Background: an optimization exercise with open tools, aiming at a short achievable clock period and few clock cycles. Do not read the settings as production practice. The RTL was checked by simulation tests, not by an equivalence proof against the original design. Power figures rest on the tool's default switching activity, not on a simulated workload.

## mips_core
module mips_core (
    input             clock,
    input             reset,
    output     [31:2] mem_addr,
    output            mem_we,
    output      [3:0] mem_be,      
    output     [31:0] mem_wdata,
    input      [31:0] mem_rdata
);
    localparam L_B = 3'd0, L_H = 3'd1, L_WL = 3'd2, L_W = 3'd3, L_BU = 3'd4,
               L_HU = 3'd5, L_WR = 3'd6;
    localparam S_B = 3'd0, S_H = 3'd1, S_WL = 3'd2, S_W = 3'd3, S_WR = 3'd4;
    localparam B_EQ = 3'd0, B_NE = 3'd1, B_LEZ = 3'd2, B_GTZ = 3'd3,
               B_LTZ = 3'd4, B_GEZ = 3'd5;
    reg [31:2] maddr;
    reg        o_we;
    reg  [3:0] o_be;
    reg [31:0] o_wdata;
    reg [31:2] fpc;
    reg        d_valid;
    reg [31:0] d_ir;
    reg [31:2] d_pc1;       
    reg [31:2] d_pc2;       
    reg [31:18] d_hi_p1;    
    reg [31:18] d_hi_m1;    
    reg        e_wr;         
    reg  [4:0] e_dst;
    reg [31:0] e_a;
    reg [31:0] e_b;
    reg [31:0] e_rt;
    reg  [4:0] e_shamt;
    reg        e_s_add, e_s_sub, e_s_and, e_s_or, e_s_xor, e_s_nor,
               e_s_slt, e_s_sltu, e_s_sll, e_s_srl, e_s_sra, e_s_b, e_s_one;
    reg        e_ovadd, e_ovsub;
    reg        e_late;       
    reg        e_memop;      
    reg        e_store;
    reg  [2:0] e_lkind;
    reg  [2:0] e_skind;
    reg        e_br;         
    reg  [2:0] e_bkind;
    reg        e_pred;       
    reg        e_jr;         
    reg [31:2] e_alt;        
    reg        m_memop;
    reg        m_load;
    reg        m_wr;
    reg  [4:0] m_dst;
    reg [31:0] m_val;
    reg [31:0] m_rt;
    reg  [1:0] m_ba;
    reg  [2:0] m_lkind;
    reg        w_wr;
    reg        w_load;
    reg  [4:0] w_dst;
    reg [31:0] w_val;
    reg [31:0] w_raw;
    reg [31:0] w_rt;
    reg  [1:0] w_ba;
    reg  [2:0] w_lkind;
    assign mem_addr  = maddr;
    assign mem_we    = o_we;
    assign mem_be    = o_be;
    assign mem_wdata = o_wdata;
    wire [31:0] ins = d_ir;
  ...
export LEC_CHECK = 0
export CAP_MARGIN = 20
export CORE_MARGIN = 2
export CORE_UTILIZATION = 40
export SLEW_MARGIN = 20
create_clock -name core_clock -period 10.0 [get_ports {clock}]
standard.sh (not shown) runs the stock make flow with config.mk's settings and CLKGATE_MAP_FILE= SYNTH_SCRIPT=/design/flow/synth_recipe.tcl, a recipe that flattens the netlist after the stock synthesis.
==> flow/flow/run.sh <==
#!/bin/bash
# The standard ORFS layout (the standard.sh: standard synthesis, floorplan,
# placement, CTS, routing), with timing repair asked to aim for a 2.8 ns
# period: ORFS only repairs paths whose slack is below SETUP_SLACK_MARGIN, so
# at the design's 10 ns clock its default effort stops well short of what
# the design can reach. Slew and capacitance repair aim further below the
# library limits, so that the heavier timing repair leaves no violation.
# The clock, constraints and everything else are the standard flow's.
# make's full output goes to standard.log here; ORFS keeps each step's own
# log under orfs/logs.
set -euo pipefail
bash standard.sh SETUP_SLACK_MARGIN=7.2 SLEW_MARGIN=40 CAP_MARGIN=40 finish > standard.log 2>&1
The baseline finished with capacitance limit, slew limit left.
Testbench counts at the start, summed over its fixed seeds: cycles 29,450.
Change:
--- a/flow/flow/run.sh
+++ b/flow/flow/run.sh
@@ -3 +3 @@
-# placement, CTS, routing), with timing repair asked to aim for a 2.8 ns
+# placement, CTS, routing), with timing repair asked to aim for a 3.2 ns
@@ -12 +12 @@
-bash standard.sh SETUP_SLACK_MARGIN=7.2 SLEW_MARGIN=40 CAP_MARGIN=40 finish > standard.log 2>&1
+bash standard.sh SETUP_SLACK_MARGIN=6.8 SLEW_MARGIN=40 CAP_MARGIN=40 finish > standard.log 2>&1
After rerunning: The changed run ran to the end with violations: capacitance limit, slew limit; wire length shrinks by 16%; sequential share of layout area grows by 3.0 points; sequential power stays flat; hold slack improved by 0.026 ns; combinational power shrinks by 7.8%; worst setup slack improved by 0.82 ns; power shrinks by 2.6%; global-route usage shrinks by 3.3 points.

## afterwards: timing with drivers on the ports
The results above use ideal ports. As a check the final layouts listed here were re-extracted and re-timed, cells and wires unchanged.
Step 1 sets driving cells, clkbuf_16 on the clock port and buf_2 on the other inputs (assumed; they add their load-dependent delay and slew).
Step 2 also shifts input and output timing later by t, the mid clock arrival at the registers, as if the neighbouring blocks saw the same clock.
Slacks: ideal / step 1 / step 2; pairs: ideal / step 1.
| run | t, ns | slack for setup (ns) | worst slew at a driven data input, ns |
|---|---|---|---|
| the first run | 0.997 | 5.359 / 5.359 / 5.309 | 0.17 |
| the second run | 0.991 | 6.178 / 6.178 / 5.673 | 0.12 |
For the second run, which loses most, drivers alone change the setup slack by 0.000 ns; drivers and shift together by -0.505 ns.
